From an optimization exercise on the open Yosys and OpenROAD flow, aimed at a short achievable clock period and few clock cycles; shortcuts taken in it are not production practice. The RTL was checked by simulation tests, not by an equivalence proof against the original design.

// riscv
module riscv #(
    parameter logic[31:0] BootVector = 32'h0000_0000
)(
    input logic clk,
    input logic reset,
    output logic halted,
    input logic unhalt,
    output logic[31:0] i_addr,
    input logic[31:0] i_data,
    output logic[31:0] d_addr,
    output logic[31:0] d_wdata,
    output logic[3:0] d_wstrb,
    input logic[31:0] d_rdata
);
For scale: roughly 9000 cells after synthesis, about 2600 flip-flops, ~170 I/O pins, roughly 120000 sq um of cells after synthesis.
Settings: LEC_CHECK=0, ABC_CLOCK_PERIOD_IN_PS=3000, CAP_MARGIN=20, CORE_MARGIN=2, CORE_UTILIZATION=40, SLEW_MARGIN=20; clock period 10.0 ns.
standard.sh (not shown) runs the stock make flow with config.mk's settings and CLKGATE_MAP_FILE= SYNTH_SCRIPT=/design/flow/synth_recipe.tcl, a recipe that flattens the netlist after the stock synthesis.
==> flow/flow/run.sh <==
#!/bin/bash
set -euo pipefail
MARGIN=${MARGIN:-6.5}
EXTRA=(SETUP_SLACK_MARGIN=$MARGIN "BUFFER_PORTS_ARGS=-buffer_cell sky130_fd_sc_hd__buf_6")
bash standard.sh synth > synth.log 2>&1
bash standard.sh floorplan "${EXTRA[@]}" > floorplan.log 2>&1
bash standard.sh place "${EXTRA[@]}" > place.log 2>&1
bash standard.sh cts "${EXTRA[@]}" > cts.log 2>&1
bash standard.sh route "${EXTRA[@]}" > route.log 2>&1
bash standard.sh finish "${EXTRA[@]}" > finish.log 2>&1
Testbench counts at the start, summed over its fixed seeds: cycles 74,559.
Edit:
--- a/flow/design.v
+++ b/flow/design.v
@@ -60,23 +60,23 @@
     logic stall_d, redir_d;
     logic frz, hold_fd;
     logic[2:0] f3;
     logic[4:0] rd, rs1, rs2;
     logic use_rs1, use_rs2, b_imm, writes;
     logic he1_d, he2_d, hm1_d, hm2_d, sd;
     logic[31:0] pc_imm_d, pc4_d;
     logic valid_e;
     logic[31:0] a_e, b_e, s_e;
     logic fa1_e, fb1_e, fs1_e;
     logic[3:0] cs_e;
-    logic[4:0] ss_e, rs_e;
+    logic[4:0] rs_e;
     logic sub_e, sgn_e, breq_e, brinv_e;
     logic[8:0] rsel_e;
     logic[2:0] mf3_e;
     logic sra_e;
     logic[31:0] dres_e;
     logic[31:0] pc4_e, pc_imm_e;
     logic is_br_e, is_jal_e, is_jalr_e, is_ld_e, is_st_e, wr_e;
     logic[4:0] rd_e;
     logic pred_e, hit_e, dp_e, exc_e;
     logic[1:0] ctr_e;
     logic[29:0] ptgt_e;
@@ -277,23 +277,22 @@
     end
     always_ff @(posedge clk) begin
         begin
             a_e <= m1m ? mres : rv1;
             b_e <= (b_imm ? immalu_d : (m2m ? mres : rv2)) ^ {32{sub_d}};
             s_e <= m2m ? mres : rv2;
             fa1_e <= m1e;
             fb1_e <= fb1_d;
             fs1_e <= m2e;
             sub_e <= sub_d;
             cs_e <= {m1e & fb1_d, ~m1e & fb1_d, m1e & ~fb1_d, ~m1e & ~fb1_d};
-            ss_e <= ssel;
             rs_e <= ssel & {5{~(lui_d | auipc_d | jal_d | jalr_d) & ~((op_d | opimm_d) & f3 != 3'b000)}};
             sgn_e <= br_d ? ~f3[1] : ~f3[0];
             breq_e <= ~f3[2];
             brinv_e <= f3[0];
             rsel_e <= (lui_d | auipc_d | jal_d | jalr_d) ? 9'h100 :
                       ((op_d | opimm_d) ? {1'b0, 8'h01 << f3} : 9'h001);
             sra_e <= ir_d[30];
             dres_e <= lui_d ? immpc_d : (auipc_d ? pc_imm_d : pc4_d);
             pc4_e <= pc4_d;
             pc_imm_e <= pc_imm_d;
             is_br_e <= br_d & (f3[2:1] != 2'b01);
@@ -331,34 +330,34 @@
     assign eq00 = &(a_e ^ b_e);
     assign eq10 = &(res_m ^ b_e);
     assign eq01 = (a_e == res_m);
     logic cd00, cd10, cd01, cd11;
     assign cd00 = (breq_e ? eq00 : lt00) ^ brinv_e;
     assign cd10 = (breq_e ? eq10 : lt10) ^ brinv_e;
     assign cd01 = (breq_e ? eq01 : lt01) ^ brinv_e;
     assign cd11 = breq_e ^ brinv_e;
     assign cond = (cs_e[0] & cd00) | (cs_e[1] & cd10) | (cs_e[2] & cd01) | (cs_e[3] & cd11);
     logic[31:0] sum;
     logic lt;
-    assign sum = ({32{ss_e[0]}} & s00) | ({32{ss_e[1]}} & s10) | ({32{ss_e[2]}} & s01a) |
-                 ({32{ss_e[3]}} & s01s) | ({32{ss_e[4]}} & {res_m[30:0], 1'b0});
+    assign sum = fa1_e ? s10 : s00;
     assign lt = (cs_e[0] & lt00) | (cs_e[1] & lt10) | (cs_e[2] & lt01);
     logic[31:0] fa, fb, fs;
     assign fa = fa1_e ? res_m : a_e;
     assign fb = fb1_e ? res_m : b_e;
     assign fs = fs1_e ? res_m : s_e;
-    logic[63:0] shr64;
+    logic[63:0] shr64b, shr64r;
     logic[31:0] shr, shl;
-    assign shr64 = {{32{sra_e & fa[31]}}, fa} >> fb[4:0];
-    assign shr = shr64[31:0];
-    assign shl = fa << fb[4:0];
+    assign shr64b = {{32{sra_e & fa[31]}}, fa} >> b_e[4:0];
+    assign shr64r = {{32{sra_e & fa[31]}}, fa} >> res_m[4:0];
+    assign shr = fb1_e ? shr64r[31:0] : shr64b[31:0];
+    assign shl = fb1_e ? (fa << res_m[4:0]) : (fa << b_e[4:0]);
     logic[31:0] alu_res;
     assign alu_res = ({32{rs_e[0]}} & s00) | ({32{rs_e[1]}} & s10) | ({32{rs_e[2]}} & s01a) |
                      ({32{rs_e[3]}} & s01s) | ({32{rs_e[4]}} & {res_m[30:0], 1'b0}) |
                      ({32{rsel_e[1]}} & shl) |
                      {31'h0, (rsel_e[2] | rsel_e[3]) & lt} |
                      ({32{rsel_e[4]}} & (fa ^ fb)) |
                      ({32{rsel_e[5]}} & shr) |
                      ({32{rsel_e[6]}} & (fa | fb)) |
                      ({32{rsel_e[7]}} & (fa & fb)) |
                      ({32{rsel_e[8]}} & dres_e);
     logic[3:0] lanes;
Effect: Via count is lower by about 1.4%. Sequential cell count is lower by 3. Cell area is lower by 1.7%. Wire length barely changes. Worst hold slack gets worse by 54 ps. Global-route usage is higher by 0.57 points. Die area is lower by 1.1%.
Testbench counts after the change, summed over its fixed seeds: cycles 74,559.


maple:
riscv, a different RTL version from the one above (not shown whole).
Size in the first run: ~8800 cells after synthesis, roughly 2600 flip-flops.
export LEC_CHECK = 0
export ABC_CLOCK_PERIOD_IN_PS = 3000
export CAP_MARGIN = 20
export CORE_MARGIN = 2
export CORE_UTILIZATION = 40
export SLEW_MARGIN = 20
create_clock -name core_clock -period 10.0 [get_ports {clk}]
Scripts as last shown in full above: flow/flow/run.sh
Testbench counts of maple, summed over its fixed seeds: cycles 74,559.
Modified inputs, amber compared to maple
diff --git a/flow/design.v b/flow/design.v
--- a/flow/design.v
+++ b/flow/design.v
@@ -40,15 +40,14 @@
     output logic[31:0] d_addr,
     output logic[31:0] d_wdata,
     output logic[3:0] d_wstrb,
     input logic[31:0] d_rdata
 );
     localparam int TagW = 8;
     logic[31:0] pc_f;
-    logic[31:0] pc_ct, pc_nx;
     logic[15:0] oh_f;
     logic hit_f, pred_f;
     logic[1:0] ctr_f;
     logic[29:0] ptgt_f;
     logic valid_d;
     logic[31:0] ir_d;
     logic[31:0] pc_d;
@@ -64,15 +63,15 @@
     logic use_rs1, use_rs2, b_imm, writes;
     logic he1_d, he2_d, hm1_d, hm2_d, sd;
     logic[31:0] pc_imm_d, pc4_d;
     logic valid_e;
     logic[31:0] a_e, b_e, s_e;
     logic fa1_e, fb1_e, fs1_e;
     logic[3:0] cs_e;
-    logic[4:0] rs_e;
+    logic[4:0] ss_e, rs_e;
     logic sub_e, sgn_e, breq_e, brinv_e;
     logic[8:0] rsel_e;
     logic[2:0] mf3_e;
     logic sra_e;
     logic[31:0] dres_e;
     logic[31:0] pc4_e, pc_imm_e;
     logic is_br_e, is_jal_e, is_jalr_e, is_ld_e, is_st_e, wr_e;
@@ -113,26 +112,17 @@
     end
     assign pred_f = hit_f & ctr_f[1];
     logic[31:0] pc4_f, npc_f;
     logic[15:0] ohnpc_f;
     assign pc4_f = {pc_f[31:2] + 30'd1, pc_f[1:0]};
     assign npc_f = pred_f ? {ptgt_f, 2'b00} : pc4_f;
     assign ohnpc_f = pred_f ? (16'h1 << ptgt_f[3:0]) : {oh_f[14:0], oh_f[15]};
-    logic[31:0] ia;
     logic[29:0] da_n;
-    logic boot;
-    assign i_addr = ia;
-    always_ff @(posedge clk)
-        ia <= pc_nx;
-    always_ff @(posedge clk or posedge reset) begin
-        if (reset)
-            boot <= 1'b1;
-        else
-            boot <= 1'b0;
-    end
+    assign i_addr = pc_f;
+    logic[31:0] pc_ct, pc_nx;
     logic[15:0] oh_ct, oh_nx;
     logic misp1, misp0, cond;
     logic[31:0] tgt1, tgt0;
     assign pc_ct = redir_d ? dtgt : (hold_fd ? pc_f : npc_f);
     assign oh_ct = redir_d ? (16'h1 << dtgt[5:2]) : (hold_fd ? oh_f : ohnpc_f);
     logic tok_e, ok_e;
     assign tok_e = dp_e | ((pc_imm_e[31:2] == ptgt_e) & ~pc_imm_e[1]);
@@ -249,15 +239,15 @@
     always_ff @(posedge clk or posedge reset) begin
         if (reset)
             sd <= 1'b0;
         else
             sd <= stall_d;
     end
     assign stall_d = valid_d & is_ld_e & ((use_rs1 & m1e) | (use_rs2 & m2e));
-    assign frz = halted | (valid_e & exc_e) | boot;
+    assign frz = halted | (valid_e & exc_e);
     assign hold_fd = stall_d | frz;
     logic sub_d, fb1_d;
     logic[4:0] ssel;
     assign ssel = {m1e & fb1_d & ~sub_d, ~m1e & fb1_d & sub_d, ~m1e & fb1_d & ~sub_d,
                    m1e & ~fb1_d, ~m1e & ~fb1_d};
     assign sub_d = br_d | ((op_d | opimm_d) & f3[2:1] == 2'b01) | (op_d & ir_d[30] & f3 == 3'b000);
     assign fb1_d = ~b_imm & m2e;
@@ -281,14 +271,15 @@
             b_e <= (b_imm ? immalu_d : (m2m ? mres : rv2)) ^ {32{sub_d}};
             s_e <= m2m ? mres : rv2;
             fa1_e <= m1e;
             fb1_e <= fb1_d;
             fs1_e <= m2e;
             sub_e <= sub_d;
             cs_e <= {m1e & fb1_d, ~m1e & fb1_d, m1e & ~fb1_d, ~m1e & ~fb1_d};
+            ss_e <= ssel;
             rs_e <= ssel & {5{~(lui_d | auipc_d | jal_d | jalr_d) & ~((op_d | opimm_d) & f3 != 3'b000)}};
             sgn_e <= br_d ? ~f3[1] : ~f3[0];
             breq_e <= ~f3[2];
             brinv_e <= f3[0];
             rsel_e <= (lui_d | auipc_d | jal_d | jalr_d) ? 9'h100 :
                       ((op_d | opimm_d) ? {1'b0, 8'h01 << f3} : 9'h001);
             sra_e <= ir_d[30];
@@ -334,15 +325,16 @@
     assign cd00 = (breq_e ? eq00 : lt00) ^ brinv_e;
     assign cd10 = (breq_e ? eq10 : lt10) ^ brinv_e;
     assign cd01 = (breq_e ? eq01 : lt01) ^ brinv_e;
     assign cd11 = breq_e ^ brinv_e;
     assign cond = (cs_e[0] & cd00) | (cs_e[1] & cd10) | (cs_e[2] & cd01) | (cs_e[3] & cd11);
     logic[31:0] sum;
     logic lt;
-    assign sum = fa1_e ? s10 : s00;
+    assign sum = ({32{ss_e[0]}} & s00) | ({32{ss_e[1]}} & s10) | ({32{ss_e[2]}} & s01a) |
+                 ({32{ss_e[3]}} & s01s) | ({32{ss_e[4]}} & {res_m[30:0], 1'b0});
     assign lt = (cs_e[0] & lt00) | (cs_e[1] & lt10) | (cs_e[2] & lt01);
     logic[31:0] fa, fb, fs;
     assign fa = fa1_e ? res_m : a_e;
     assign fb = fb1_e ? res_m : b_e;
     assign fs = fs1_e ? res_m : s_e;
     logic[63:0] shr64;
     logic[31:0] shr, shl;
Results
- Going from maple to amber, clock insertion delay at the later pin of the skew report saw a decrease, final non-filler cell area grew by 0.0016 mm^2, clock-buffer cell count comparable, post-synthesis instance area roughly the same, number of filler cells placed in the layout flat.
- The die area was comparable across amber and maple.
Testbench counts of amber, summed over its fixed seeds: cycles 74,527.

## afterwards: timing with drivers on the ports
No port has a modelled driver above. Below, the same layouts with a new extraction and two added sets of constraints. Step 1, drivers: a clkbuf_16 drives clk and a buf_2 each remaining input, both assumed. Step 2 also shifts input and output timing later by t, the mid clock arrival at the registers, as if the neighbouring blocks saw the same clock. a / b / c = no drivers / after step 1 / after step 2; a / b = the first two.
| run | t (ns) | setup WS [ns] | worst register clock-pin slew, ns | worst data-port slew with drivers (ns) |
|---|---|---|---|---|
| the first run of note 1 | 0.971 | 6.437 / 6.375 / 5.733 | 0.07 / 0.07 | 0.23 |
| the second run of note 1 | 0.989 | 6.404 / 6.362 / 5.653 | 0.07 / 0.07 | 0.28 |
| maple | 0.986 | 6.461 / 6.364 / 5.643 | 0.07 / 0.07 | 0.27 |
| amber | 0.969 | 6.368 / 6.269 / 5.581 | 0.07 / 0.07 | 0.27 |
After both steps setup and hold are still met in every run listed. For maple, which loses most, drivers alone change the setup slack by -0.097 ns; drivers and shift together by -0.818 ns.
